This design comes from an exercise in tuning for small area on the open sky130 flow, not from production work.
In this exercise RTL edits were held to simulation tests only and were not proved equivalent to the original.
Power is estimated from default activity; no workload was simulated.

== lane 1 ==
## Shooter_top
module Shooter_top
	(
		CLOCK_50,
		RESETN,
		SW,
		PS2_CLK,
		PS2_DAT,
		HEX3,
		HEX2,
		HEX1,
		HEX0,
		LEDR,
		PIX_X,
		PIX_Y,
		PIX_COLOUR
	);
Size: ~2800 cells after synthesis, roughly 19000 sq um of cells after synthesis.
==> flow/config.mk <==
export PLATFORM = sky130hd
export DESIGN_NAME = Shooter_top
export DESIGN_NICKNAME = Shooter_top
export VERILOG_FILES = /design/flow/design.v
export SDC_FILE = /design/flow/constraint.sdc
export NUM_CORES = 8
export LEC_CHECK = 0
export CAP_MARGIN = 20
export CORE_MARGIN = 2
export CORE_UTILIZATION = 40
export GPL_ROUTABILITY_DRIVEN = 1
export GPL_TIMING_DRIVEN = 0
export SLEW_MARGIN = 20
==> flow/constraint.sdc <==
create_clock -name core_clock -period 20.0 [get_ports {CLOCK_50}]
set_input_delay 4.0000 -clock core_clock [delete_from_list [all_inputs] [get_ports {CLOCK_50}]]
set_output_delay 4.0000 -clock core_clock [all_outputs]
set_load 0.01 [all_outputs]
standard.sh (not shown) runs the stock make flow with config.mk's settings and CLKGATE_MAP_FILE= SYNTH_SCRIPT=/design/flow/synth_recipe.tcl, a recipe that flattens the netlist after the stock synthesis.
==> flow/flow/run.sh <==
#!/bin/bash
# Standard ORFS layout, with one extra step: after the standard synthesis, the
# combinational logic between the registers is re-optimised with ABC (deepsyn with a
# few random seeds, in rounds, keeping the smallest netlist); every register instance is
# kept as the standard synthesis made it, which the script checks.
set -euo pipefail
cd "$(dirname "$0")/.."
WORK=$PWD
R=$WORK/orfs/results/$FLOW_PLATFORM/Shooter_top/base
LIB=$FLOW_HOME/platforms/$FLOW_PLATFORM/lib/sky130_fd_sc_hd__tt_025C_1v80.lib
YOSYS=$(command -v yosys || echo /OpenROAD-flow-scripts/tools/install/yosys/bin/yosys)
JOBS=${NUM_CORES:-8}
ROUNDS=3
T=120

# 1. standard synthesis
bash standard.sh $R/1_2_yosys.v > synth_standard.log 2>&1
cp $R/1_2_yosys.v $WORK/std_1_2_yosys.v

# 2. re-optimise the logic
DU=$(grep -o 'cell *( *"\?sky130_fd_sc_hd__\(lpflow\|probe\)[a-z0-9_]*' $LIB | sed 's/.*(\s*"\?//' | sort -u | sed 's/^/-dont_use /' | tr '\n' ' ')
area() { grep 'Chip area' "$1" | awk '{print $NF}'; }
mkdir -p reopt
best=$WORK/std_1_2_yosys.v
bestarea=1e12
for r in $(seq 1 $ROUNDS); do
  for k in $(seq 0 $((JOBS - 1))); do
    if (( k % 2 == 0 )); then m="dch -f; amap"; else m="dch; amap"; fi
    if (( k % 4 < 2 )); then pre="strash; dc2"; else pre="strash"; fi
    sc="$pre; \&get -n; \&deepsyn -T $T -S $(( (r * JOBS + k) % 101 )); \&put; $m; topo"
    sed -e "s|@LIB@|$LIB|g" -e "s|@IN@|$best|g" -e "s|@OUT@|$WORK/reopt/r${r}_$k.v|g" \
        -e "s|@DU@|$DU|g" -e "s|@TOP@|$FLOW_TOP|g" -e "s|@SCRIPT@|$sc|" \
        -e "s|@STAT@|$WORK/reopt/r${r}_$k.stat|" flow/reopt.ys > reopt/r${r}_$k.ys
    $YOSYS -s reopt/r${r}_$k.ys > reopt/r${r}_$k.log 2>&1 &
  done
  wait
  for k in $(seq 0 $((JOBS - 1))); do
    f=$WORK/reopt/r${r}_$k
    [[ -f $f.stat && -f $f.v ]] || continue
    a=$(area $f.stat)
    if awk "BEGIN{exit !($a < $bestarea)}"; then bestarea=$a; best=$f.v; fi
  done
  echo "round $r: best $bestarea ($best)" >> reopt.log
done
cp $best $WORK/reopt.v

regs() { grep -o 'sky130_fd_sc_hd__[es]\?df[a-z0-9_]* [^ ]*' "$1" | sort; }
if ! cmp -s <(regs $WORK/std_1_2_yosys.v) <(regs $WORK/reopt.v); then
  echo "registers changed by the re-optimisation" >&2; exit 1
fi
cp $WORK/reopt.v $R/1_2_yosys.v
touch $R/1_2_yosys.v

# 3. the rest of the standard layout
bash standard.sh > layout.log 2>&1
Other scripts of this flow, unchanged in this note and not shown: flow/flow/reopt.ys
Here is what was changed in the inputs of lane 2 compared with lane 1.
# lane 1
export LEC_CHECK = 0
export CAP_MARGIN = 20
export CORE_MARGIN = 2
export CORE_UTILIZATION = 40
export GPL_ROUTABILITY_DRIVEN = 1
export GPL_TIMING_DRIVEN = 0
export SLEW_MARGIN = 20
create_clock -name core_clock -period 20.0 [get_ports {CLOCK_50}]
# lane 2
export LEC_CHECK = 0
export CAP_MARGIN = 20
export CORE_MARGIN = 2
export CORE_UTILIZATION = 40
export CTS_CLUSTER_DIAMETER = 120
export CTS_CLUSTER_SIZE = 22
export GPL_ROUTABILITY_DRIVEN = 1
export GPL_TIMING_DRIVEN = 0
export SLEW_MARGIN = 20
create_clock -name core_clock -period 20.0 [get_ports {CLOCK_50}]
--- a/flow/flow/run.sh
+++ b/flow/flow/run.sh
@@ -12,3 +12,3 @@
-JOBS=${NUM_CORES:-8}
-ROUNDS=3
-T=120
+JOBS=12
+ROUNDS=6
+T=150
@@ -24,2 +24,3 @@
-best=$WORK/std_1_2_yosys.v
-bestarea=1e12
+# beam search: each round starts its jobs from the BEAM smallest netlists so far
+BEAM=3
+beam=($WORK/std_1_2_yosys.v)
@@ -29,0 +31 @@
+    src=${beam[$(( k % ${#beam[@]} ))]}
@@ -31 +33 @@
-    sed -e "s|@LIB@|$LIB|g" -e "s|@IN@|$best|g" -e "s|@OUT@|$WORK/reopt/r${r}_$k.v|g" \
+    sed -e "s|@LIB@|$LIB|g" -e "s|@IN@|$src|g" -e "s|@OUT@|$WORK/reopt/r${r}_$k.v|g" \
@@ -37,7 +39,6 @@
-  for k in $(seq 0 $((JOBS - 1))); do
-    f=$WORK/reopt/r${r}_$k
-    [[ -f $f.stat && -f $f.v ]] || continue
-    a=$(area $f.stat)
-    if awk "BEGIN{exit !($a < $bestarea)}"; then bestarea=$a; best=$f.v; fi
-  done
-  echo "round $r: best $bestarea ($best)" >> reopt.log
+  for f in $WORK/reopt/r*_*.stat; do
+    a=$(area $f || true)
+    if [[ -f ${f%.stat}.v && -n "$a" ]]; then echo "$a ${f%.stat}.v"; fi
+  done | sort -g > reopt/ranking.txt
+  mapfile -t beam < <(head -n $BEAM reopt/ranking.txt | awk '{print $2}')
+  echo "round $r: best $(head -n 1 reopt/ranking.txt)" >> reopt.log
@@ -44,0 +46 @@
+best=$(head -n 1 reopt/ranking.txt | awk '{print $2}')
@@ -54 +56,6 @@
-# 3. the rest of the standard layout
+# 3. the rest of the standard layout; every port still gets its own buffer, the
+# smallest one (buf_1)
+export BUFFER_PORTS_ARGS="-buffer_cell sky130_fd_sc_hd__buf_1"
+# clock tree: clusters of up to 22 registers, each driven by a clkbuf_16, clkbuf_4 above
+# them, no dummy loads
+export CTS_ARGS="-sink_clustering_enable -repair_clock_nets -sink_clustering_size 22 -sink_clustering_max_diameter 120 -dont_use_dummy_load -buf_list sky130_fd_sc_hd__clkbuf_4 -sink_clustering_buffer sky130_fd_sc_hd__clkbuf_16"
Results
Row combinational share of power: lane 2 higher / lane 1 lower. Looking at aggregate global-route resource usage, lane 2 sits above lane 1. Between lane 1 and lane 2, the difference in storage element area is negligible. DRC violation total after the first TritonRoute iteration of lane 2 is on par with lane 1. Compared lane 2 vs lane 1, and starting utilization of the core area is up in lane 2. In lane 2 the fraction of met2 tracks used by global routing turned out 3.1 points higher than in lane 1.
For lane 3, these inputs were changed with respect to lane 2:
--- a/flow/flow/run.sh
+++ b/flow/flow/run.sh
@@ -13 +13 @@
-ROUNDS=6
+ROUNDS=5
@@ -24,3 +24,2 @@
-# beam search: each round starts its jobs from the BEAM smallest netlists so far
-BEAM=3
-beam=($WORK/std_1_2_yosys.v)
+best=$WORK/std_1_2_yosys.v
+bestarea=1e12
@@ -31 +29,0 @@
-    src=${beam[$(( k % ${#beam[@]} ))]}
@@ -33 +31 @@
-    sed -e "s|@LIB@|$LIB|g" -e "s|@IN@|$src|g" -e "s|@OUT@|$WORK/reopt/r${r}_$k.v|g" \
+    sed -e "s|@LIB@|$LIB|g" -e "s|@IN@|$best|g" -e "s|@OUT@|$WORK/reopt/r${r}_$k.v|g" \
@@ -39,6 +37,7 @@
-  for f in $WORK/reopt/r*_*.stat; do
-    a=$(area $f || true)
-    if [[ -f ${f%.stat}.v && -n "$a" ]]; then echo "$a ${f%.stat}.v"; fi
-  done | sort -g > reopt/ranking.txt
-  mapfile -t beam < <(head -n $BEAM reopt/ranking.txt | awk '{print $2}')
-  echo "round $r: best $(head -n 1 reopt/ranking.txt)" >> reopt.log
+  for k in $(seq 0 $((JOBS - 1))); do
+    f=$WORK/reopt/r${r}_$k
+    [[ -f $f.stat && -f $f.v ]] || continue
+    a=$(area $f.stat)
+    if awk "BEGIN{exit !($a < $bestarea)}"; then bestarea=$a; best=$f.v; fi
+  done
+  echo "round $r: best $bestarea ($best)" >> reopt.log
@@ -46 +44,0 @@
-best=$(head -n 1 reopt/ranking.txt | awk '{print $2}')
==> comparison <==
The utilization reported for lane 3 is smaller than that of lane 2 by 0.26 points.
| sum of internal, switching and leakage power | lane 3 vs lane 2 | about 2.8% lower |
The first-pass iteration count of the detailed router in lane 3 was lower than what lane 2 gave.
On lane 3: worst hold slack is 0.0073 ns higher than what lane 2 gave.
Lane 3 completed; timing, DRC and antenna clean
From lane 2 to lane 3 the numbers moved as follows: horizontal die dimension held steady, sequential share of layout area held steady.
Inputs modified between lane 3 and lane 4:
# lane 3
export LEC_CHECK = 0
export CAP_MARGIN = 20
export CORE_MARGIN = 2
export CORE_UTILIZATION = 40
export CTS_CLUSTER_DIAMETER = 120
export CTS_CLUSTER_SIZE = 22
export GPL_ROUTABILITY_DRIVEN = 1
export GPL_TIMING_DRIVEN = 0
export SLEW_MARGIN = 20
create_clock -name core_clock -period 20.0 [get_ports {CLOCK_50}]
# lane 4
export LEC_CHECK = 0
export CAP_MARGIN = 0
export CORE_MARGIN = 2
export CORE_UTILIZATION = 40
export CTS_CLUSTER_DIAMETER = 120
export CTS_CLUSTER_SIZE = 22
export GPL_ROUTABILITY_DRIVEN = 1
export GPL_TIMING_DRIVEN = 0
export SLEW_MARGIN = 0
create_clock -name core_clock -period 20.0 [get_ports {CLOCK_50}]
--- a/flow/flow/run.sh
+++ b/flow/flow/run.sh
@@ -13 +13 @@
-ROUNDS=5
+ROUNDS=2
Results
On smallest setup slack after layout, lane 4 does worse than lane 3.
The run with more routed wire is lane 4, not lane 3.
Lane 4 finished all stages; however, its layout fails the closing checks, the failures being capacitance limit, slew limit.
Lane 4 vs. lane 3: largest net degree at the start of global routing went up by 4.
Looking only at post-layout utilization of the core, and setting everything else aside, the higher value of lane 4 and lane 3 goes to lane 3.
Comparing lane 4 with lane 3, the post-layout instance count excluding filler cells came out essentially unchanged.
In the reports for lane 4 and lane 3, the smaller violation count after the first detailed-routing iteration belongs to lane 4.
For number of cells after detailed placement, lane 4 and lane 3 come out practically identical.

==> separate check: timing with driven ports <==
No port has a modelled driver above. Below, the same layouts with a new extraction and two added sets of constraints.
Step 1 (the two cells are an assumption about what drives the block):
set clk [get_ports {CLOCK_50}]
set_driving_cell -lib_cell sky130_fd_sc_hd__clkbuf_16 $clk
set_driving_cell -lib_cell sky130_fd_sc_hd__buf_2 [delete_from_list [all_inputs] $clk]
Step 2 adds t to the input delays and takes it off the output delays; t is the mean of the earliest and latest rising clock arrival at the registers after step 1. Input paths then give back, and output paths get back, about the clock's delay inside the block.
Three values: ideal ports, drivers, drivers and shift; two values: the first two.
run | t (ns) | slack for setup (ns) | hold slack, ns | cell pins on the clock port's net
lane 1 | 0.639 | 7.517 / 7.517 / 7.517 | 0.404 / 0.404 / 0.404 | 1
lane 2 | 0.841 | 5.568 / 5.568 / 5.568 | 0.395 / 0.395 / 0.395 | 1
lane 3 | 0.849 | 7.422 / 7.422 / 7.422 | 0.403 / 0.403 / 0.403 | 1
lane 4 | 0.844 | 6.626 / 6.626 / 6.626 | 0.401 / 0.401 / 0.401 | 1
